This is an optimization exercise on Yosys and OpenROAD, whose aim is small area, not a production implementation.
In this exercise RTL edits were held to simulation tests only and were not proved equivalent to the original.
No run shown here takes its clock network from TritonCTS; it comes from the design's own scripts or RTL.
No driver is modelled on the clock port, so clock power and skew are understated where the tree is cut down; a real chip needs a root buffer or a tree.
No activity file was given, so power comes from the tool's default toggle rates.

==> flow/design.v <==
module FinalProject (input clk, rst, pwr, key0, key1, sw5, sw4, sw3, sw2, sw1, sw0, output [0:6] hex0, hex1, hex2, hex3, hex4, hex5, output reg preheated, output reg done);
	localparam [6:0] hex_1 = 7'b1001111;
	localparam [6:0] hex_2 = 7'b0010010;
	localparam [6:0] hex_3 = 7'b0000110;
	localparam [6:0] hex_4 = 7'b1001100;
	localparam [6:0] hex_5 = 7'b0100100;
	localparam [6:0] hex_6 = 7'b0100000;
	localparam [6:0] hex_7 = 7'b0001111;
	localparam [6:0] hex_8 = 7'b0000000;
	localparam [6:0] hex_9 = 7'b0000100;
	localparam [6:0] hex_0 = 7'b0000001;
	localparam [6:0] hex_blank = 7'b1111111;
	localparam [6:0] hex_dash = 7'b1111110;
	function [6:0] seg(input [3:0] d);
		case (d)
			4'd0: seg = hex_0;
			4'd1: seg = hex_1;
			4'd2: seg = hex_2;
			4'd3: seg = hex_3;
			4'd4: seg = hex_4;
			4'd5: seg = hex_5;
			4'd6: seg = hex_6;
			4'd7: seg = hex_7;
			4'd8: seg = hex_8;
			4'd9: seg = hex_9;
			4'd10: seg = 7'b0010000;
			4'd11: seg = 7'b0000100;
			4'd12: seg = 7'b1011100;
			4'd13: seg = 7'b1111100;
			4'd14: seg = hex_dash;
			default: seg = hex_blank;
		endcase
	endfunction
	function [6:0] b2d(input [5:0] x);
		reg [2:0] t;
		reg [3:0] o;
		begin
			t = (x >= 6'd50) ? 3'd5 : (x >= 6'd40) ? 3'd4 : (x >= 6'd30) ? 3'd3 :
			    (x >= 6'd20) ? 3'd2 : (x >= 6'd10) ? 3'd1 : 3'd0;
			o = x[3:0] - {t[2:0], 1'b0} - {t[0], 3'b000};
			b2d = {t, o};
		end
	endfunction
	reg [2:0] u, w;
	reg v;
	wire u4 = u[2];    
	wire temp_tick = u4 & ~v;
	wire time_tick = u4 & w[2];    
	always @(posedge clk) begin
		if (rst) begin
			u <= 0; v <= 0; w <= 0;
		end else begin
			u <= u4 ? 3'd0 : u + 3'd1;
			if (u4) begin
				v <= ~v;
				w <= w[2] ? 3'd0 : w + 3'd1;
			end
		end
	end
	reg [5:0] wm;
	reg [3:0] wq;
	reg [2:0] ws;
	always @(posedge clk) begin
		if (rst) begin
			wm <= 0; wq <= 0; ws <= 0;
		end else if (time_tick) begin
			if (ws[2]) begin    
				ws <= 0;
				if (wq[3] & wq[1] & wq[0]) begin    
					wq <= 0;
					wm <= (wm[5] & wm[4] & wm[3] & wm[1] & wm[0]) ? 6'd0 : wm + 6'd1;    
				end else
					wq <= wq + 4'd1;
			end else
				ws <= ws + 3'd1;
		end
	end
	reg k0o, k1o, k0p, k1p;
	always @(posedge clk) begin
		k0p <= k0o; k1p <= k1o;
		if (rst) begin
			k0o <= 1; k1o <= 1;
		end else begin
			k0o <= key0; k1o <= key1;
		end
	end
	wire f0 = ~k0o & k0p;
	wire f1 = ~k1o & k1p;
	wire kinc = f0 & ~f1;
	wire kdec = f1 & ~f0;
	wire both = ~key0 & ~key1;
	reg [6:0] tk;
	reg [4:0] cm;
	reg [3:0] cq;
	reg tdone, cdone;
	wire [5:0] swv = {sw5, sw4, sw3, sw2, sw1, sw0};
	reg [4:0] dT;
	reg [2:0] dm;
	reg [2:0] dq;
	always @(*) begin
		case (swv)
			6'b000001: begin dT = 5'd1;  dm = 3'd0; dq = 3'd1; end
			6'b000010: begin dT = 5'd2;  dm = 3'd0; dq = 3'd2; end
			6'b000100: begin dT = 5'd5;  dm = 3'd0; dq = 3'd6; end
			6'b001000: begin dT = 5'd10; dm = 3'd1; dq = 3'd0; end
			6'b010000: begin dT = 5'd20; dm = 3'd5; dq = 3'd0; end
			default:   begin dT = 5'd0;  dm = 3'd0; dq = 3'd0; end
		endcase
	end
	wire tent = ~both & ~tdone;
	wire t65 = ~tk[6] & ~tk[5] & ~tk[4] & ~tk[1];    
	wire [6:0] t0 = t65 ? 7'd60 : tk;
	wire [5:0] tstep = (tent & kinc) ? {1'b0, dT} : (tent & kdec) ? -{1'b0, dT} : 6'd0;
	wire [7:0] tsum = {1'b0, t0} + {{2{tstep[5]}}, tstep};
	wire [6:0] tnext = tsum[7] ? 7'd13 : (tsum >= 8'd100) ? 7'd100 : (tsum <= 8'd13) ? 7'd13 : tsum[6:0];
	wire cinc = ~cdone & kinc;
	wire cdn = cdone | kdec;
	wire [2:0] dqe = cdone ? 3'd1 : dq;
	wire [2:0] dme = cdone ? 3'd0 : dm;
	wire [5:0] qs = cinc ? {3'b0, dqe} + cq : cdn ? {2'b0, cq} - {3'b0, dqe} : {2'b0, cq};   
	wire qhi = ~qs[5] & (qs >= 6'd12);
	wire [3:0] qn = qhi ? qs[3:0] - 4'd12 : qs[5] ? qs[3:0] + 4'd12 : qs[3:0];
	wire [3:0] mstep = (cinc ? {1'b0, dme} : cdn ? -{1'b0, dme} : 4'd0) + (qhi ? 4'd1 : qs[5] ? 4'b1111 : 4'd0);
	wire [6:0] ms = {2'b0, cm} + {{3{mstep[3]}}, mstep};
	wire [4:0] cmn = ms[6] ? 5'd0 : (ms >= 7'd30) ? 5'd30 : ms[4:0];
	wire [3:0] cqn = (ms[6] | (ms >= 7'd30) | ((ms == 7'd0) & (qn == 4'd0))) ? 4'd0 : qn;
	wire czero = (cm == 0) && (cq == 0);
	always @(posedge clk) begin
		if (rst) begin
			tk <= 7'd13; cm <= 0; cq <= 0; tdone <= 0; cdone <= 0;
		end else if (~pwr) begin
			tk <= 7'd60; cm <= 0; cq <= 0; tdone <= 0; cdone <= 0;
		end else begin
			tk <= tnext;
			if (~tent) tdone <= 1;
		end
		if (~rst & pwr & ~tent) begin
			if (~cdone & (~both | czero)) begin
				cm <= cmn;
				cq <= cqn;
			end else begin
				cdone <= 1;
				if (cdec) begin
					cm <= cmn;
					cq <= cqn;
				end
			end
		end
	end
	reg [5:0] xg;
	reg [3:0] xo;
	wire [5:0] tj = tk[6:1];
	wire tf = tk[0];
	wire [6:0] dg = {1'b0, tj} - {1'b0, xg};    
	wire geq = (dg == 7'd0);
	wire g1 = (dg == 7'd1);
	wire heat = (~dg[6] & ~geq) | (geq & tf & (xo < 4'd5));
	wire inband = tf ? (geq & (xo >= 4'd1) & (xo <= 4'd8))
	                 : ((geq & (xo <= 4'd3)) | (g1 & (xo >= 4'd6)));
	always @(posedge clk) begin
		if (rst) begin
			xg <= 6'd6; xo <= 4'd5; preheated <= 0;
		end else if (temp_tick) begin
			preheated <= tdone & inband;
			if (tdone) begin
				if (heat) begin
					if (xo[3]) begin xo <= {3'b0, xo[0]}; xg <= xg + 6'd1; end    
					else xo <= xo + 4'd2;
				end else begin
					if (xo == 4'd0) begin xo <= 4'd9; xg <= xg - 6'd1; end
					else xo <= xo - 4'd1;
				end
			end
		end
	end
	reg [2:0] rs;
	wire run = preheated & cdone;
	wire rs4 = rs[2];    
	wire rs0 = (rs == 3'd0);
	wire cdec = run & time_tick & rs4;
	wire wrap = ({1'b0, wm} + cm + (wq + cq >= 5'd12) >= 7'd60);
	always @(posedge clk) begin
		if (rst | ~run) begin
			done <= 0;
			rs <= 0;
		end else begin
			if (rs0 & (czero | wrap)) done <= 1;
			if (time_tick) rs <= rs4 ? 3'd0 : rs + 3'd1;
		end
	end
	reg [5:0] cin;
	wire [2:0] ctens, xtens;
	wire [3:0] cones, xones;
	assign {ctens, cones} = b2d(cin);
	assign {xtens, xones} = b2d(xg);
	always @(*) begin
		if (~pwr) cin = wm;
		else if (~tdone | cdone) cin = tj;
		else cin = {1'b0, cm};
	end
	wire [3:0] wsec1 = wq[0] ? {1'b0, ws} + 4'd5 : {1'b0, ws};
	reg [3:0] d0, d1, d2, d3, d4, d5;
	always @(*) begin
		d0 = 4'd15; d1 = 4'd15; d2 = 4'd15; d3 = 4'd15; d4 = 4'd15; d5 = 4'd15;
		if (~pwr) begin
			d2 = 4'd14;
			d4 = {1'b0, ctens};
			d3 = cones;
			d1 = {1'b0, wq[3:1]};
			d0 = wsec1;
		end else if (~tdone) begin
			d2 = {1'b0, ctens};
			d1 = cones;
			d0 = tf ? 4'd5 : 4'd0;
		end else if (~cdone) begin
			d2 = 4'd14;
			d4 = {1'b0, ctens};
			d3 = cones;
			d1 = {1'b0, cq[3:1]};
			d0 = cq[0] ? 4'd5 : 4'd0;
		end else begin
			d5 = {1'b0, ctens};
			d4 = cones;
			d3 = tf ? 4'd5 : 4'd0;
			d2 = {1'b0, xtens};
			d1 = xones;
			d0 = xo;
		end
	end
	assign hex0 = seg(d0);
	assign hex1 = seg(d1);
	assign hex2 = seg(d2);
	assign hex3 = seg(d3);
	assign hex4 = seg(d4);
	assign hex5 = seg(d5);
endmodule
==> flow/flow/run.sh <==
#!/bin/bash
# Own layout flow: the standard flow (standard.sh) with
#  - an area-oriented synthesis (my_synth.tcl: synth_recipe.tcl with a stronger ABC
#    script tried with several seeds, keeping the smallest, and no adder extraction;
#    registers are inferred exactly as standard),
#  - the smallest buffer cell for the port buffers,
#  - a smaller two-level clock tree (clock_tree.tcl, run after TritonCTS): four
#    leaf buffers, each driving a quarter of the registers.
# Each make run's full output goes to its own log here; ORFS's per-step logs are
# under orfs/logs.
set -euo pipefail
W=$(pwd)
export ABC_SEEDS="0 1 2 3"
VARS=(SYNTH_SCRIPT="$W/flow/my_synth.tcl"
      BUFFER_PORTS_ARGS="-buffer_cell sky130_fd_sc_hd__buf_1"
      "CTS_ARGS=-sink_clustering_enable -repair_clock_nets -dont_use_dummy_load -buf_list {sky130_fd_sc_hd__clkbuf_4}"
      POST_CTS_TCL="$W/flow/clock_tree.tcl"
      CLK_LEAVES=4 CLK_LEAF_BUF=sky130_fd_sc_hd__clkbuf_8 CLK_ROOT_BUF=sky130_fd_sc_hd__clkbuf_4)
bash standard.sh "${VARS[@]}" synth > "$W/synth.log" 2>&1
bash standard.sh "${VARS[@]}" finish > "$W/layout.log" 2>&1
==> flow/flow/abc_area.script <==
strash
&get -n
&deepsyn -S @SEED@ -J 100 -T 300
&put
strash
&get -n
&dch -f
&nf -R 1000 -p -F 10 -A 10 -a
&put
topo
stime -c
==> flow/flow/clock_tree.tcl <==
# POST_CTS hook: rebuild the clock tree TritonCTS made as a two-level tree: its root
# buffer drives CLK_LEAVES leaf buffers, each placed at the centre of a group of nearby
# registers (equal-size groups by recursive bisection) and driving that group's clock pins. Every
# register is two buffers from the clock port, as in TritonCTS's tree.
set block [ord::get_db_block]
set db [ord::get_db]
set nleaf $::env(CLK_LEAVES)
set leaf_master [$db findMaster $::env(CLK_LEAF_BUF)]
set root [$block findInst clkbuf_0_clk]
set root_net [[$root findITerm X] getNet]

# collect the register clock pins and remove TritonCTS's leaf buffers
set sinks {}
set old {}
foreach it [$root_net getITerms] {
  set inst [$it getInst]
  if {$inst eq $root} { continue }
  if {[string match clkbuf_* [$inst getName]]} {
    lappend old $inst
  } else {
    lappend sinks $it
  }
}
foreach inst $old {
  set leaf_net [[$inst findITerm X] getNet]
  foreach s [$leaf_net getITerms] {
    if {[$s getInst] ne $inst} { lappend sinks $s }
  }
}
foreach s $sinks { $s disconnect }
foreach inst $old {
  set leaf_net [[$inst findITerm X] getNet]
  odb::dbInst_destroy $inst
  odb::dbNet_destroy $leaf_net
}

if {$nleaf == 0} {
  # no leaves: the root buffer drives every register
  foreach s $sinks { $s connect $root_net }
  $root swapMaster [$db findMaster $::env(CLK_ROOT_BUF)]
  puts "clock_tree.tcl: root drives [llength $sinks] registers"
  detailed_placement
  check_placement -verbose
  estimate_parasitics -placement
  return
}
# split the registers into CLK_LEAVES groups of equal size (a power of two): halve by
# x, then each half by y, and so on
proc split_groups {idx pts depth axis} {
  if {$depth == 0} { return [list $idx] }
  set sorted [lsort -real -command [list apply {{pts axis a b} {
    expr {[lindex $pts $a $axis] < [lindex $pts $b $axis] ? -1 : [lindex $pts $a $axis] > [lindex $pts $b $axis] ? 1 : 0}
  }} $pts $axis] $idx]
  set half [expr {[llength $sorted] / 2}]
  set next [expr {1 - $axis}]
  return [concat [split_groups [lrange $sorted 0 [expr {$half - 1}]] $pts [expr {$depth - 1}] $next] \
                 [split_groups [lrange $sorted $half end] $pts [expr {$depth - 1}] $next]]
}
set pts {}
foreach s $sinks {
  set b [[$s getInst] getBBox]
  lappend pts [list [expr {([$b xMin] + [$b xMax]) / 2.0}] [expr {([$b yMin] + [$b yMax]) / 2.0}]]
}
set depth [expr {int(round(log($nleaf) / log(2)))}]
set all {}
for {set i 0} {$i < [llength $pts]} {incr i} { lappend all $i }
set groups [split_groups $all $pts $depth 0]
set asg [lrepeat [llength $pts] 0]
set cent {}
set k 0
foreach g $groups {
  set sx 0.0; set sy 0.0
  foreach i $g {
    lset asg $i $k
    set sx [expr {$sx + [lindex $pts $i 0]}]; set sy [expr {$sy + [lindex $pts $i 1]}]
  }
  lappend cent [list [expr {$sx / [llength $g]}] [expr {$sy / [llength $g]}]]
  incr k
}
set nleaf [llength $groups]

# one leaf buffer per group
for {set k 0} {$k < $nleaf} {incr k} {
  set net [odb::dbNet_create $block clknet_leaf_$k]
  $net setSigType CLOCK
  set buf [odb::dbInst_create $block $leaf_master clkleaf_$k]
  [$buf findITerm A] connect $root_net
  [$buf findITerm X] connect $net
  set c [lindex $cent $k]
  $buf setLocation [expr {int([lindex $c 0])}] [expr {int([lindex $c 1])}]
  $buf setPlacementStatus PLACED
  set cnt 0
  foreach s $sinks a $asg {
    if {$a == $k} { $s connect $net; incr cnt }
  }
  puts "clock_tree.tcl: leaf $k drives $cnt registers"
}
$root swapMaster [$db findMaster $::env(CLK_ROOT_BUF)]
detailed_placement
check_placement -verbose
estimate_parasitics -placement
==> flow/flow/my_synth.tcl <==
# The standard synthesis (synth_recipe.tcl, sourced unchanged below) with two changes:
#  - full/half-adder extraction is skipped, so that ABC sees all of the logic;
#  - ABC runs an area-oriented script (deep synthesis, then area-recovering mapping)
#    with each of the seeds in ABC_SEEDS, and the smallest result is kept.
# Registers are inferred and mapped exactly as in the standard synthesis.
set my_dir [file dirname [file normalize [info script]]]
proc extract_fa {args} { puts "skipping extract_fa" }
proc abc {args} {
  set i [lsearch -exact $args -script]
  set j [lsearch -exact $args -liberty]
  set lib [lindex $args [expr {$j + 1}]]
  set tmpl [read [open $::my_dir/abc_area.script]]
  yosys design -save my_pre_abc
  set best_area 1e30
  foreach seed $::env(ABC_SEEDS) {
    set f $::env(OBJECTS_DIR)/abc_seed_$seed.script
    set fh [open $f w]; puts -nonewline $fh [string map [list @SEED@ $seed] $tmpl]; close $fh
    yosys design -load my_pre_abc
    yosys abc {*}[lreplace $args [expr {$i+1}] [expr {$i+1}] $f]
    yosys tee -q -o $::env(OBJECTS_DIR)/abc_seed_$seed.stat stat -liberty $lib
    set fh [open $::env(OBJECTS_DIR)/abc_seed_$seed.stat]; set txt [read $fh]; close $fh
    regexp {Chip area for module[^:]*:\s*([0-9.]+)} $txt -> area
    puts "ABC seed $seed: area $area"
    if {$area < $best_area} {
      set best_area $area
      yosys design -save my_best_abc
    }
  }
  yosys design -load my_best_abc
  puts "ABC kept area $best_area"
}
source [file dirname $my_dir]/synth_recipe.tcl
==> flow/standard.sh <==
#!/bin/bash
# synth_recipe.tcl (not shown) runs the flow's synth.tcl, then flattens the netlist and writes it again
# the make line also repeats each setting of config.mk as NAME=value (left out here)
make -C /OpenROAD-flow-scripts/flow DESIGN_CONFIG=/design/flow/config.mk WORK_HOME=/design/flow/orfs CLKGATE_MAP_FILE= SYNTH_SCRIPT=/design/flow/synth_recipe.tcl "${@:-finish}"
==> flow/config.mk <==
export PLATFORM = sky130hd
export DESIGN_NAME = FinalProject
export DESIGN_NICKNAME = FinalProject
export VERILOG_FILES = /design/flow/design.v
export SDC_FILE = /design/flow/constraint.sdc
export NUM_CORES = 4
export LEC_CHECK = 0
export CAP_MARGIN = 20
export CORE_MARGIN = 2
export CORE_UTILIZATION = 50
export PLACE_DENSITY = 0.6
export SLEW_MARGIN = 20
==> flow/constraint.sdc <==
create_clock -name core_clock -period 200.0 [get_ports {clk}]
set_input_delay 40.0000 -clock core_clock [delete_from_list [all_inputs] [get_ports {clk}]]
set_output_delay 40.0000 -clock core_clock [all_outputs]
set_load 0.01 [all_outputs]
==> results of run 1 <==
==> kinds of logic after synthesis <==
logic type | after synthesis | synth area share, %
buffers and inverters | 26 | 2.37
muxes | 3 | 0.729
AOI/OAI and AO/OA | 186 | 28.6
DFF | 57 | 27.7
xor gates and xnor gates | 28 | 5.95
and+or+nand+nor | 300 | 34.2
adders and majority gates | 2 | 0.486
==> synth_stat cells, types with 3 or more instances <==
master,instances,area share (%)
sky130_fd_sc_hd__o22ai_1,13,2.0
sky130_fd_sc_hd__dfxtp_1,57,28
sky130_fd_sc_hd__o21a_1,5,0.91
sky130_fd_sc_hd__nor2_1,80,7.3
sky130_fd_sc_hd__nor3_1,36,4.4
sky130_fd_sc_hd__clkinv_1,26,2.4
sky130_fd_sc_hd__a211oi_1,6,1.1
sky130_fd_sc_hd__nand3b_1,3,0.55
sky130_fd_sc_hd__and2_0,8,1.2
sky130_fd_sc_hd__a22oi_1,3,0.55
sky130_fd_sc_hd__xnor2_1,22,4.7
sky130_fd_sc_hd__nand4_1,4,0.61
sky130_fd_sc_hd__o22a_1,3,0.64
sky130_fd_sc_hd__o21ai_0,50,6.1
sky130_fd_sc_hd__a31o_1,4,0.85
sky130_fd_sc_hd__xor2_1,6,1.3
sky130_fd_sc_hd__o31ai_1,5,0.91
sky130_fd_sc_hd__nand3_1,19,2.3
sky130_fd_sc_hd__o41ai_1,4,0.85
sky130_fd_sc_hd__a222oi_1,3,0.73
sky130_fd_sc_hd__nand2_1,87,7.9
sky130_fd_sc_hd__and3_1,12,1.8
sky130_fd_sc_hd__a21o_1,3,0.55
sky130_fd_sc_hd__or2_0,5,0.76
sky130_fd_sc_hd__a31oi_1,10,1.5
sky130_fd_sc_hd__a21boi_0,5,0.91
sky130_fd_sc_hd__nand2b_1,21,3.2
sky130_fd_sc_hd__mux2i_1,3,0.73
sky130_fd_sc_hd__a221oi_1,4,0.85
sky130_fd_sc_hd__nor4_1,3,0.46
sky130_fd_sc_hd__nor2b_1,13,2.0
sky130_fd_sc_hd__a21oi_1,48,5.8
==> worst min-delay path by stage <==
stage	end	slack [ns]
floorplan	k0p	0.32
global placement	k0p	0.33
detailed placement	k0p	0.33
global route	k0p	0.36
finish	k0p	0.35
==> final cells by class, clock buffers not listed <==
type / count / share of cell area (%)
multi-input combinational: 519 / 63.6
timing repair buffer: 56 / 4.80
tap: 105 / 2.89
sequential: 57 / 25.1
buffer: 4 / 1.21
inverter: 26 / 2.15
==> routing by layer <==
metal / track usage, % / vias up / part of all wire (%)
met5: 0 / - / 0
met4: 7.73 / 0 / 2.1
met3: 5.27 / 22 / 5.9
met2: 45.9 / 149 / 45
met1: 38.4 / 2115 / 47
li1: - / 2330 / -
==> worst max-delay path: stages <==
cell and delay, ns:
sky130_fd_sc_hd__buf_1 0.07, sky130_fd_sc_hd__buf_4 0.24, sky130_fd_sc_hd__clkinv_1 0.24, sky130_fd_sc_hd__a21oi_1 0.71, sky130_fd_sc_hd__a222oi_1 0.42, sky130_fd_sc_hd__and2_0 0.32, sky130_fd_sc_hd__a211oi_1 0.29, sky130_fd_sc_hd__nor2b_1 0.10
sky130_fd_sc_hd__nor2_1 0.33, sky130_fd_sc_hd__xnor2_1 0.25, sky130_fd_sc_hd__a31oi_1 0.39, sky130_fd_sc_hd__nand2_1 0.23, sky130_fd_sc_hd__a211oi_1 0.54, sky130_fd_sc_hd__clkinv_1 0.19, sky130_fd_sc_hd__maj3_1 0.39, sky130_fd_sc_hd__nor2_1 0.13
sky130_fd_sc_hd__buf_1 0.18
==> flip-flops by register name (all words and copies together), names as in the netlist, 3 cells and up <==
signal	cells
xo	4
u	3
wm	6
wq	4
cq	4
rs	3
xg	6
w	3
ws	3
tk	7
cm	5
==> report_power, final <==
part | internal, uW | switching (uW)
Sequential | 11.6 | 0.306
Clock | 2.04 | 3.89
Combinational | 1.96 | 3.82
Total | 15.6 | 8.02
==> stage by stage <==
step / util, % / cell area, um^2 / hold WS (ns) / power (uW)
after floorplan: - / 4120 / 0.323 / 15.9
after global placement: 55.2 / 4470 / 0.331 / 17.7
after detailed placement: 55.2 / 4470 / 0.334 / 17.8
after global routing: 56.1 / 4540 / 0.364 / 24.9
final: 56.1 / 4540 / 0.350 / 23.6
==> tab_implementation.tex, run 1 <==
\begin{tabular}{lr}
\hline
Metric & Value \\
\hline
\multicolumn{2}{l}{\textbf{GRT}} \\
\quad Total Routing Usage GR & 28.3\% \\
\quad Largest net degree at the start of global routing & 32 \\
\quad Total global routing overflow & 0 \\
\quad Number of global-route vias before repair & 4064 \\
\quad Number of antenna violations at the first check in global routing & 0 \\
\quad Wire length of the first global-routing pass & 19.7 mm \\
\multicolumn{2}{l}{\textbf{Drt}} \\
\quad Number of vias per cell after detailed routing & 6.01 \\
\quad Routed length per placed instance & 15.9 um \\
\quad Total via count after detailed routing & 4616 \\
\quad Total iterations of the first detailed-routing run & 7 \\
\quad Detailed-route wire length & 12.2 mm \\
\quad Initial detailed-routing violation count & 370 \\
\quad Drc violations & 0 \\
\quad Count of nets left with antenna violations after detail routing & 0 \\
\multicolumn{2}{l}{\textbf{Floorplanning}} \\
\quad Number of standard-cell rows in the floorplan & 33 \\
\quad Ports placed on the boundary & 55 \\
\quad Starting Density & 50.9\% \\
\quad Core Area & 0.00809 mm\^{}2 \\
\quad Overall die area & 0.00898 mm\^{}2 \\
\quad Die X & 94.8 um \\
\quad Vertical extent of the die & 94.8 um \\
\multicolumn{2}{l}{\textbf{Critical path}} \\
\quad Crit path required time & 160.00 ns \\
\quad Worst flop-to-flop path endpoint & xg[5] \\
\quad Startpoint of the lowest-slack register-to-register path & tk[1] \\
\quad Worst-case register-to-register setup slack & 195.89 ns \\
\quad Startpoint Class & input port \\
\quad CP Capture Type & output port \\
\quad Data arrival time of the critical path & 45.05 ns \\
\quad Maximum fanout along the worst path & 19 \\
\quad Cells on worst reg2reg path & 15 \\
\quad Timing endpoint of the critical path & hex1[1] \\
\quad Worst setup startpoint & pwr \\
\quad Critical Setup Path Class & input port to output port \\
\multicolumn{2}{l}{\textbf{STA}} \\
\quad Crit path setup slack, layout & 114.96 ns \\
\quad Final period demand of the worst path & 85.05 ns \\
\quad Skew final & 0.0331 ns \\
\quad Worst-case headroom to the max-slew limit & 28.9\% \\
\quad Final number of hold-violating endpoints & 0 \\
\quad Setup repair after global routing missed its margin & false \\
\quad Final setup fails & 0 \\
\quad Final-layout setup total negative slack & 0 ns \\
\quad Final critical-path share of the clock period & 42.5\% \\
\quad Max Slew Vio Count & 0 \\
\quad Maximum frequency from static timing analysis & 11.8 MHz \\
\quad Worst Max-Slew Pin Slew & 1.07 ns \\
\multicolumn{2}{l}{\textbf{Job}} \\
\quad Max capacitance violation total & 0 \\
\multicolumn{2}{l}{\textbf{Pwr}} \\
\quad Max rail drop VDD & 0.00529 mV \\
\quad Cell area power density & 5.20 mW/mm\^{}2 \\
\quad P\_leak & 0.00160 uW \\
\multicolumn{2}{l}{\textbf{Yosys}} \\
\quad Share of synthesized flip-flops with an asynchronous set or reset & 0\% \\
\quad Number of enable-type register cells in the synthesized netlist & 0 \\
\quad Post-synth cell types & 55 \\
\quad Average cell area after synthesis & 6.84 um\^{}2 \\
\quad Most used flip-flop cell after synthesis & sky130\_fd\_sc\_hd\_\_dfxtp\_1 \\
\quad Synth Instances & 602 \\
\quad Total of flip-flops plus latches after synthesis & 57 \\
\quad Synthesized area & 0.00412 mm\^{}2 \\
\quad Portion of the post-synthesis area used by sequential elements & 27.7\% \\
\quad Number of nets in the synthesized netlist & 613 \\
\quad Synth warnings & 1 \\
\multicolumn{2}{l}{\textbf{Worst hold path}} \\
\quad Start point of the worst hold path & k0o \\
\quad Hold path cells & 0 \\
\quad Worst min-delay path class & register to register \\
\multicolumn{2}{l}{\textbf{Final layout}} \\
\quad Top library cells by usage in the layout, fill and taps aside & 87 x sky130\_fd\_sc\_hd\_\_nand2\_1, 80 x sky130\_fd\_sc\_hd\_\_nor2\_1, 57 x sky130\_fd\_sc\_hd\_\_dfxtp\_1 \\
\quad Antenna fix cells & 0 \\
\quad Seq. cell area & 0.00114 mm\^{}2 \\
\quad Multi-input gate area & 0.00289 mm\^{}2 \\
\quad Number of nets at the end of the flow & 676 \\
\quad Relative area change from synthesis to final layout & 10.1\% \\
\quad Most common cell after layout, fill and taps aside & sky130\_fd\_sc\_hd\_\_nand2\_1 \\
\quad Non-Filler Instances & 768 \\
\quad Share of layout cells above drive strength 1 & 1.21\% \\
\quad Number of fill cells in the layout & 817 \\
\multicolumn{2}{l}{\textbf{Placed design}} \\
\quad Pre-CTS setup slack & 115.14 ns \\
\quad Estimated wirelength of the detail-placed design & 9.36 mm \\
\quad DP Cell Count & 763 \\
\quad I/O Buffers & 54 \\
\quad GPL Wtd Cong & 0.948 \\
\multicolumn{2}{l}{\textbf{Clocking}} \\
\quad Source-to-sink clock delay at the later pin of the worst-skew pair & 0.41 ns \\
\quad Clock tree sinks & 57 \\
\quad CTS clock-pin slew for the worst setup and hold paths & 0.09 ns \\
\multicolumn{2}{l}{\textbf{Run status}} \\
\quad Result of the run & finished clean \\
\hline
\end{tabular}
==> inputs of run 2 (changes only) <==
--- a/flow/config.mk
+++ b/flow/config.mk
@@ -9,4 +9,4 @@
 export CORE_MARGIN = 2
-export CORE_UTILIZATION = 50
-export PLACE_DENSITY = 0.6
+export CORE_UTILIZATION = 75
+export PLACE_DENSITY = 0.85
 export SLEW_MARGIN = 20
==> run 2 against run 1 <==
Flip-flop and latch count stayed put. Cell count down 4.6%. Synthesized area stayed put. Setup slack better by 0.23 ns. Wire length decreased by 3.1%. Sequential power barely moved. Total power decreased by 1.9%. Utilization rose by 30 points. Clock skew shrank 0.021 ns. Die area fell by 32%.
==> tab_implementation.tex, run 2 <==
\begin{tabular}{lr}
\hline
Metric & Value \\
\hline
\multicolumn{2}{l}{\textbf{Clocking}} \\
\quad CTS clock-pin slew for the worst setup and hold paths & 0.09 ns (about the same) \\
\quad Source-to-sink clock delay at the later pin of the worst-skew pair & 0.37 ns (-0.04 ns) \\
\quad Clock tree sinks & 57 (unchanged) \\
\multicolumn{2}{l}{\textbf{Critical path}} \\
\quad Data arrival time of the critical path & 44.81 ns (-0.24 ns) \\
\quad Critical Setup Path Class & input port to output port \\
\quad Cells on worst reg2reg path & 15 (unchanged) \\
\quad Startpoint Class & input port \\
\quad Crit path required time & 160.00 ns (about the same) \\
\quad CP Capture Type & output port \\
\quad Maximum fanout along the worst path & 19 (unchanged) \\
\multicolumn{2}{l}{\textbf{STA}} \\
\quad Final number of hold-violating endpoints & 0 (unchanged) \\
\quad Final period demand of the worst path & 84.81 ns (-0.235 ns) \\
\quad Worst Max-Slew Pin Slew & 1.12 ns (+0.0522 ns) \\
\quad Skew final & 0.0119 ns (-0.0211 ns) \\
\quad Worst-case headroom to the max-slew limit & 24.8\% (-4.2 points) \\
\quad Maximum frequency from static timing analysis & 11.8 MHz (+0.28\%) \\
\quad Setup repair after global routing missed its margin & false \\
\quad Final setup fails & 0 (unchanged) \\
\quad Final-layout setup total negative slack & 0 ns (unchanged) \\
\quad Max Slew Vio Count & 0 (unchanged) \\
\quad Crit path setup slack, layout & 115.19 ns (+0.235 ns) \\
\quad Final critical-path share of the clock period & 42.4\% (-0.12 points) \\
\quad Worst slack on hold paths & 0.360 ns (+0.00938 ns) \\
\multicolumn{2}{l}{\textbf{Placed design}} \\
\quad Estimated wirelength of the detail-placed design & 8.71 mm (-6.9\%) \\
\quad I/O Buffers & 54 (unchanged) \\
\quad Cell area after placement & 0.00443 mm\^{}2 (-0.98\%) \\
\quad GPL Wtd Cong & 1.09 (+15\%) \\
\quad Pre-CTS setup slack & 115.34 ns (+0.201 ns) \\
\multicolumn{2}{l}{\textbf{Yosys}} \\
\quad Number of nets in the synthesized netlist & 613 (unchanged) \\
\quad Share of Yosys cell area claimed by the top area cell type & 27.7\% (unchanged) \\
\quad Post-synth cell types & 55 (unchanged) \\
\quad Synthesized area & 0.00412 mm\^{}2 (unchanged) \\
\quad Total of flip-flops plus latches after synthesis & 57 (unchanged) \\
\quad Biggest area contributors in the synthesized netlist & sky130\_fd\_sc\_hd\_\_dfxtp\_1 28\%, sky130\_fd\_sc\_hd\_\_nand2\_1 7.9\%, sky130\_fd\_sc\_hd\_\_nor2\_1 7.3\%, sky130\_fd\_sc\_hd\_\_o21ai\_0 6.1\%, sky130\_fd\_sc\_hd\_\_a21oi\_1 5.8\% \\
\quad Most used flip-flop cell after synthesis & sky130\_fd\_sc\_hd\_\_dfxtp\_1 \\
\quad Number of enable-type register cells in the synthesized netlist & 0 (unchanged) \\
\quad Synth Instances & 602 (unchanged) \\
\quad Synth top cells by count & 87 x sky130\_fd\_sc\_hd\_\_nand2\_1, 80 x sky130\_fd\_sc\_hd\_\_nor2\_1, 57 x sky130\_fd\_sc\_hd\_\_dfxtp\_1, 50 x sky130\_fd\_sc\_hd\_\_o21ai\_0, 48 x sky130\_fd\_sc\_hd\_\_a21oi\_1 \\
\quad Synth warnings & 1 (unchanged) \\
\quad Largest area contributor in the synthesized netlist & sky130\_fd\_sc\_hd\_\_dfxtp\_1 \\
\quad Average cell area after synthesis & 6.84 um\^{}2 (unchanged) \\
\quad Portion of the post-synthesis area used by sequential elements & 27.7\% (unchanged) \\
\quad Share of synthesized flip-flops with an asynchronous set or reset & 0\% (unchanged) \\
\quad Most instantiated library cell after synthesis & sky130\_fd\_sc\_hd\_\_nand2\_1 \\
\multicolumn{2}{l}{\textbf{GRT}} \\
\quad Gr busiest metal & met2 \\
\quad Number of antenna violations at the first check in global routing & 0 (unchanged) \\
\quad Total Routing Usage GR & 39.9\% (+12 points) \\
\quad Met2 Track Usage GR & 66.3\% (+20 points) \\
\quad Largest net degree at the start of global routing & 32 (unchanged) \\
\quad Met1 track utilization from global routing & 48.6\% (+10 points) \\
\quad Total global routing overflow & 0 (unchanged) \\
\quad Wire length of the first global-routing pass & 19.9 mm (+0.60\%) \\
\quad Number of global-route vias before repair & 4461 (+9.8\%) \\
\quad GR Util met3 & 7.82\% (+2.5 points) \\
\multicolumn{2}{l}{\textbf{Pwr}} \\
\quad Cell area power density & 5.15 mW/mm\^{}2 (-0.82\%) \\
\quad Total power consumption of the routed design & 23.1 uW (-1.9\%) \\
\quad Max rail drop VDD & 0.00544 mV (+2.9\%) \\
\quad P\_leak & 0.00159 uW (about the same) \\
\multicolumn{2}{l}{\textbf{Final layout}} \\
\quad Relative area change from synthesis to final layout & 8.93\% \\
\quad Most common cell after layout, fill and taps aside & sky130\_fd\_sc\_hd\_\_nand2\_1 \\
\quad Share of layout cells above drive strength 1 & 1.06\% (-0.15 points) \\
\quad Largest regs & tk: 7 flops, wm: 6 flops, xg: 6 flops \\
\quad Number of nets at the end of the flow & 676 (unchanged) \\
\quad Final Instance Area & 0.00449 mm\^{}2 (-1.1\%) \\
\quad Antenna fix cells & 0 (unchanged) \\
\quad Flip-flop count of the largest register, all copies and words added & 7 (unchanged) \\
\quad Largest Register & tk \\
\quad Top library cells by usage in the layout, fill and taps aside & 87 x sky130\_fd\_sc\_hd\_\_nand2\_1, 80 x sky130\_fd\_sc\_hd\_\_nor2\_1, 57 x sky130\_fd\_sc\_hd\_\_dfxtp\_1 \\
\multicolumn{2}{l}{\textbf{Floorplanning}} \\
\quad Number of standard-cell rows in the floorplan & 26 (-21\%) \\
\quad Vertical extent of the die & 78.1 um (-18\%) \\
\quad Core Area & 0.00520 mm\^{}2 (-36\%) \\
\quad Ports placed on the boundary & 55 (unchanged) \\
\quad Overall die area & 0.00610 mm\^{}2 (-32\%) \\
\quad Starting Density & 79.2\% (+28 points) \\
\quad Die X & 78.1 um (-18\%) \\
\multicolumn{2}{l}{\textbf{Drt}} \\
\quad Count of nets left with antenna violations after detail routing & 0 (unchanged) \\
\quad Detailed-route wire length & 11.8 mm (-3.1\%) \\
\quad Routed length per placed instance & 16.1 um (+1.5\%) \\
\quad Total via count after detailed routing & 4911 (+6.4\%) \\
\quad Initial detailed-routing violation count & 559 (+51\%) \\
\quad Drc violations & 0 (unchanged) \\
\quad Number of vias per cell after detailed routing & 6.70 (+11\%) \\
\quad Total iterations of the first detailed-routing run & 8 (+1) \\
\multicolumn{2}{l}{\textbf{Worst hold path}} \\
\quad Hold path cells & 0 (unchanged) \\
\quad Worst min-delay path class & register to register \\
\multicolumn{2}{l}{\textbf{Job}} \\
\quad Max capacitance violation total & 0 (unchanged) \\
\multicolumn{2}{l}{\textbf{Run status}} \\
\quad Result of the run & finished clean \\
\hline
\end{tabular}
## run 2: cell counts after synthesis
Identical to the previous run, type by type.
## run 2: worst paths after layout
check                 end  start  slack [ns]
hold / removal        k0p    k0o        0.36
setup / recovery  hex1[5]    pwr      115.19
hold reg to reg       k0p    k0o        0.36
setup reg to reg    xg[5]  tk[1]      195.98
## run 2: critical path: stages
cell and delay [ns]:
sky130_fd_sc_hd__buf_1 0.07, sky130_fd_sc_hd__buf_4 0.24, sky130_fd_sc_hd__clkinv_1 0.23, sky130_fd_sc_hd__a21oi_1 0.66
sky130_fd_sc_hd__a222oi_1 0.38, sky130_fd_sc_hd__and2_0 0.31, sky130_fd_sc_hd__a211oi_1 0.29, sky130_fd_sc_hd__nor2b_1 0.10
sky130_fd_sc_hd__nor2_1 0.33, sky130_fd_sc_hd__xnor2_1 0.25, sky130_fd_sc_hd__a31oi_1 0.35, sky130_fd_sc_hd__nand2_1 0.20
sky130_fd_sc_hd__a211oi_1 0.52, sky130_fd_sc_hd__clkinv_1 0.20, sky130_fd_sc_hd__maj3_1 0.40, sky130_fd_sc_hd__nor2b_1 0.14
sky130_fd_sc_hd__buf_1 0.13
## run 2: report_power, final
group	internal, uW	switching, uW	leakage [uW]
Combinational	1.95	3.72	0.00110
Clock	2.04	3.53	0.0000334
Sequential	11.6	0.333	0.000462
Total	15.5	7.58	0.00159
## run 2: logic make-up after synthesis
kind of cell | count (synthesis) | synth area share (%)
AO/OA/AOI/OAI | 186 | 28.6
XOR/XNOR | 28 | 5.95
adder cells (fa/ha/maj) | 2 | 0.486
buffers and inverters | 26 | 2.37
flip-flops | 57 | 27.7
multiplexers | 3 | 0.729
AND/OR/NAND/NOR | 300 | 34.2
## run 2: layout make-up, clock buffers not listed
cell class	instances	area (um^2)
Buffer	4	55.1
Inverter	26	97.6
Timing Repair Buffer	56	218
Sequential cell	57	1140
Fill cell	314	717
Multi-Input combinational cell	519	2880
Tap cell	70	87.6
## run 2: metrics by stage
stage	std cells	util, %
final	733	86.2
after global routing	733	86.2
after detailed placement	728	85.0
after global placement	728	85.0
after floorplan	602	-
## run 2: per-layer routing
metal	part of all wire (%)	up-vias	wire [um]
met2	46	336	5420
met4	5.3	0	624
li1	-	2327	-
met1	38	2182	4540
met3	10	66	1240
met5	0	-	0
==> inputs of run 3 (changes only) <==
--- a/flow/design.v
+++ b/flow/design.v
@@ -25,7 +25,7 @@
 			4'd9: seg = hex_9;
-			4'd10: seg = 7'b0010000;
-			4'd11: seg = 7'b0000100;
-			4'd12: seg = 7'b1011100;
-			4'd13: seg = 7'b1111100;
-			4'd14: seg = hex_dash;
+			4'd12: seg = hex_dash;
+			4'd10: seg = 7'b0010010;
+			4'd11: seg = 7'b0000110;
+			4'd13: seg = 7'b1110110;
+			4'd14: seg = 7'b1110010;
 			default: seg = hex_blank;
@@ -205,3 +205,3 @@
 		if (~pwr) begin
-			d2 = 4'd14;
+			d2 = 4'd12;
 			d4 = {1'b0, ctens};
@@ -215,3 +215,3 @@
 		end else if (~cdone) begin
-			d2 = 4'd14;
+			d2 = 4'd12;
 			d4 = {1'b0, ctens};
--- a/flow/flow/run.sh
+++ b/flow/flow/run.sh
@@ -12,3 +12,3 @@
 W=$(pwd)
-export ABC_SEEDS="0 1 2 3"
+export ABC_SEEDS="0 1 2 3 4 5 6 7"
 VARS=(SYNTH_SCRIPT="$W/flow/my_synth.tcl"
==> run 3 against run 2 <==
Die area shrank 0.15%. Combinational power is 25% higher. Highest routed layer unchanged. Via count about the same. Synthesized cell count fell by 3.2%. Critical endpoint is now hex3[2]. Still clean on timing, DRC and antenna. Cell count fell by 2.6%. First-iteration DRC count up 9.7%. Critical path type unchanged. Register-to-register slack worse by 0.32 ns. Critical path depth down 1. Synthesized area decreased by 0.15%.
==> tab_implementation.tex, run 3 <==
\begin{tabular}{lr}
\hline
Metric & Value \\
\hline
\multicolumn{2}{l}{\textbf{Pwr}} \\
\quad Portion of total power attributed to the clock network & 23.1\% (-1.0 points) \\
\quad Switching power & 8.86 uW (+17\%) \\
\quad Switch share & 35.5\% (+2.7 points) \\
\quad P\_leak & 0.00161 uW (+0.78\%) \\
\quad Sequential share of power & 48.5\% (-2.9 points) \\
\quad Cell area power density & 5.56 mW/mm\^{}2 (+8.0\%) \\
\quad Cell internal pwr & 16.1 uW (+3.4\%) \\
\quad Combinational power share & 28.3\% (+3.8 points) \\
\quad Max rail drop VDD & 0.00721 mV (+33\%) \\
\multicolumn{2}{l}{\textbf{Yosys}} \\
\quad Most used flip-flop cell after synthesis & sky130\_fd\_sc\_hd\_\_dfxtp\_1 \\
\quad Biggest area contributors in the synthesized netlist & sky130\_fd\_sc\_hd\_\_dfxtp\_1 28\%, sky130\_fd\_sc\_hd\_\_nor2\_1 7.1\%, sky130\_fd\_sc\_hd\_\_o21ai\_0 7.1\%, sky130\_fd\_sc\_hd\_\_nand2\_1 6.3\%, sky130\_fd\_sc\_hd\_\_a21oi\_1 5.5\% \\
\quad Synthesized area & 0.00411 mm\^{}2 (-0.15\%) \\
\quad Post-synth cell types & 55 (unchanged) \\
\quad Number of enable-type register cells in the synthesized netlist & 0 (unchanged) \\
\quad Largest area contributor in the synthesized netlist & sky130\_fd\_sc\_hd\_\_dfxtp\_1 \\
\quad Most instantiated library cell after synthesis & sky130\_fd\_sc\_hd\_\_nor2\_1 \\
\quad Total of flip-flops plus latches after synthesis & 57 (unchanged) \\
\quad Share of Yosys cell area claimed by the top area cell type & 27.7\% (+0.042 points) \\
\quad Share of synthesized flip-flops with an asynchronous set or reset & 0\% (unchanged) \\
\quad Synth Instances & 583 (-3.2\%) \\
\quad Number of nets in the synthesized netlist & 594 (-3.1\%) \\
\quad Synth top cells by count & 78 x sky130\_fd\_sc\_hd\_\_nor2\_1, 69 x sky130\_fd\_sc\_hd\_\_nand2\_1, 58 x sky130\_fd\_sc\_hd\_\_o21ai\_0, 57 x sky130\_fd\_sc\_hd\_\_dfxtp\_1, 45 x sky130\_fd\_sc\_hd\_\_a21oi\_1 \\
\quad Synth warnings & 1 (unchanged) \\
\quad Portion of the post-synthesis area used by sequential elements & 27.7\% (+0.042 points) \\
\quad Average cell area after synthesis & 7.06 um\^{}2 (+3.1\%) \\
\multicolumn{2}{l}{\textbf{STA}} \\
\quad Final period demand of the worst path & 85.24 ns (+0.434 ns) \\
\quad Worst Max-Slew Pin Slew & 0.838 ns (-0.281 ns) \\
\quad Final number of hold-violating endpoints & 0 (unchanged) \\
\quad Maximum frequency from static timing analysis & 11.7 MHz (-0.51\%) \\
\quad Skew final & 0.0255 ns (+0.0135 ns) \\
\quad Final critical-path share of the clock period & 42.6\% (+0.22 points) \\
\quad Final setup fails & 0 (unchanged) \\
\quad Max Slew Vio Count & 0 (unchanged) \\
\quad Worst-case headroom to the max-slew limit & 43.7\% (+19 points) \\
\quad Setup repair after global routing missed its margin & false \\
\quad Final-layout setup total negative slack & 0 ns (unchanged) \\
\multicolumn{2}{l}{\textbf{GRT}} \\
\quad Largest net degree at the start of global routing & 36 (+13\%) \\
\quad Number of antenna violations at the first check in global routing & 0 (unchanged) \\
\quad Total global routing overflow & 0 (unchanged) \\
\quad Wire length of the first global-routing pass & 19.8 mm (-0.35\%) \\
\quad Total Routing Usage GR & 39.8\% (-0.17 points) \\
\quad Number of global-route vias before repair & 4269 (-4.3\%) \\
\multicolumn{2}{l}{\textbf{Drt}} \\
\quad Initial detailed-routing violation count & 613 (+9.7\%) \\
\quad Detailed-route wire length & 12.3 mm (+3.7\%) \\
\quad Drc violations & 0 (unchanged) \\
\quad Count of nets left with antenna violations after detail routing & 0 (unchanged) \\
\quad Total via count after detailed routing & 4915 (+0.081\%) \\
\quad Total iterations of the first detailed-routing run & 7 (-1) \\
\quad Number of vias per cell after detailed routing & 6.88 (+2.7\%) \\
\quad Routed length per placed instance & 17.2 um (+6.4\%) \\
\multicolumn{2}{l}{\textbf{Final layout}} \\
\quad Number of nets at the end of the flow & 657 (-2.8\%) \\
\quad Top library cells by usage in the layout, fill and taps aside & 78 x sky130\_fd\_sc\_hd\_\_nor2\_1, 69 x sky130\_fd\_sc\_hd\_\_nand2\_1, 58 x sky130\_fd\_sc\_hd\_\_o21ai\_0 \\
\quad Antenna fix cells & 0 (unchanged) \\
\quad Largest Register & tk \\
\quad Flip-flop count of the largest register, all copies and words added & 7 (unchanged) \\
\quad Share of layout cells above drive strength 1 & 1.09\% (+0.031 points) \\
\quad Most common cell after layout, fill and taps aside & sky130\_fd\_sc\_hd\_\_nor2\_1 \\
\quad Final Instance Area & 0.00448 mm\^{}2 (-0.14\%) \\
\quad Largest regs & tk: 7 flops, wm: 6 flops, xg: 6 flops \\
\quad Non-Filler Instances & 714 (-2.6\%) \\
\quad Relative area change from synthesis to final layout & 8.94\% (about the same) \\
\multicolumn{2}{l}{\textbf{Floorplanning}} \\
\quad Overall die area & 0.00609 mm\^{}2 (-0.15\%) \\
\quad Die X & 78.1 um (about the same) \\
\quad Core Area & 0.00520 mm\^{}2 (unchanged) \\
\quad Vertical extent of the die & 78.1 um (about the same) \\
\quad Ports placed on the boundary & 55 (unchanged) \\
\quad Number of standard-cell rows in the floorplan & 26 (unchanged) \\
\quad Starting Density & 79.0\% (-0.12 points) \\
\multicolumn{2}{l}{\textbf{Job}} \\
\quad Max capacitance violation total & 0 (unchanged) \\
\multicolumn{2}{l}{\textbf{Critical path}} \\
\quad Cell family with the largest share of critical-path delay & simple AND/OR/NAND/NOR gates \\
\quad Critical Setup Path Class & input port to output port \\
\quad Crit path required time & 160.00 ns (about the same) \\
\quad Buffers and inverters on the worst path & 3 (-2) \\
\quad Data arrival time of the critical path & 45.24 ns (+0.43 ns) \\
\quad Slowest cell delay on critical path & 0.66 ns (about the same) \\
\quad Maximum fanout along the worst path & 25 (+6) \\
\quad Worst-path cell chain & buf\_1 -> buf\_4 -> nand3\_1 -> and3\_1 -> a222oi\_1 -> a21oi\_1 -> or2\_0 -> nand2b\_1 -> a21oi\_1 -> nor3\_1 -> xor2\_1 -> o311ai\_0 -> o21ai\_0 -> maj3\_1 -> o21ai\_0 -> buf\_1 \\
\quad Critical-path top delay cell & sky130\_fd\_sc\_hd\_\_nor3\_1 \\
\quad Startpoint Class & input port \\
\quad CP Capture Type & output port \\
\multicolumn{2}{l}{\textbf{Placed design}} \\
\quad I/O Buffers & 54 (unchanged) \\
\quad DP Cell Count & 709 (-2.6\%) \\
\quad Estimated wirelength of the detail-placed design & 8.92 mm (+2.4\%) \\
\quad GPL Wtd Cong & 1.03 (-5.6\%) \\
\quad Cell area after placement & 0.00442 mm\^{}2 (-0.14\%) \\
\multicolumn{2}{l}{\textbf{Worst hold path}} \\
\quad Worst min-delay path class & register to register \\
\multicolumn{2}{l}{\textbf{Clocking}} \\
\quad CTS clock-pin slew for the worst setup and hold paths & 0.10 ns (about the same) \\
\quad Source-to-sink clock delay at the later pin of the worst-skew pair & 0.39 ns (+0.02 ns) \\
\quad Clock tree sinks & 57 (unchanged) \\
\multicolumn{2}{l}{\textbf{Run status}} \\
\quad Result of the run & finished clean \\
\hline
\end{tabular}
run 3: final cells by class, clock buffers not listed:
| class | count | area [um^2] |
|---|---|---|
| Multi-Input combinational cell | 500 | 2880 |
| Sequential cell | 57 | 1140 |
| Fill cell | 324 | 723 |
| Timing Repair Buffer | 56 | 218 |
| Inverter | 26 | 97.6 |
| Tap cell | 70 | 87.6 |
| Buffer | 4 | 55.1 |
run 3: path summary, 6_finish.rpt:
check         from  endpoint  slack, ns  cells past startpoint
min reg2reg    k1o       k1p       0.35                      0
min            k1o       k1p       0.35                      0
max            pwr   hex3[2]     114.76                     16
max reg2reg  cdone     cm[0]     195.66                     16
run 3: kinds of logic after synthesis:
| logic type | count (synthesis) | synth area share, % |
|---|---|---|
| and+or+nand+nor | 261 | 29.8 |
| AOI/OAI and AO/OA | 197 | 30.5 |
| DFF | 57 | 27.7 |
| xor gates and xnor gates | 34 | 7.57 |
| buffers and inverters | 26 | 2.37 |
| adders and majority gates | 5 | 1.22 |
| muxes | 3 | 0.730 |
run 3: per-layer routing:
layer | track usage (%) | share of wire (%) | vias to the layer above
met4 | 20.2 | 4.3 | 0
met2 | 65.3 | 46 | 353
met3 | 6.55 | 10 | 81
li1 | - | - | 2289
met1 | 50.5 | 40 | 2192
met5 | 0 | 0 | -
run 3: through the flow:
step	power (uW)	setup WS [ns]	util, %	hold slack (ns)
after detailed placement	19.1	115.04	84.9	0.339
after global placement	18.9	115.30	84.9	0.331
after floorplan	16.9	115.95	-	0.323
after global routing	25.8	114.41	86.1	0.358
final	24.9	114.76	86.1	0.351
run 3: power by group through the flow:
stage          sequential (uW)  combinational [uW]  clock [uW]
2_1_floorplan             12.2                4.76           0
5_1_grt                   12.1                7.66        6.00
3_5_place_dp              12.3                6.81           0
3_3_place_gp              12.3                6.57           0
6_report                  12.1                7.06        5.77

==> afterwards: timing with drivers on the ports <==
Ports are ideal in the flow. The routed layouts listed here were re-timed in OpenROAD. Step 1 (the two cells are an assumption about what drives the block):
set clk [get_ports {clk}]
set_driving_cell -lib_cell sky130_fd_sc_hd__clkbuf_16 $clk
set_driving_cell -lib_cell sky130_fd_sc_hd__buf_2 [delete_from_list [all_inputs] $clk]
Step 2 adds t to the input delays and takes it off the output delays; t is the mean of the earliest and latest rising clock arrival at the registers after step 1. Input paths then give back, and output paths get back, about the clock's delay inside the block. Slacks: ideal / step 1 / step 2; pairs: ideal / step 1.
run | t, ns | slack for setup (ns) | worst setup path after step 2 | clock arrival spread, ns
run 1 | 0.423 | 114.955 / 114.931 / 114.931 | input to output | 0.033 / 0.033
run 2 | 0.395 | 115.190 / 115.164 / 115.164 | input to output | 0.012 / 0.012
run 3 | 0.406 | 114.756 / 114.733 / 114.733 | input to output | 0.026 / 0.026
After both steps every run listed still meets setup and hold. For run 2, which loses most, drivers alone change the setup slack by -0.026 ns; drivers and shift together by -0.026 ns.
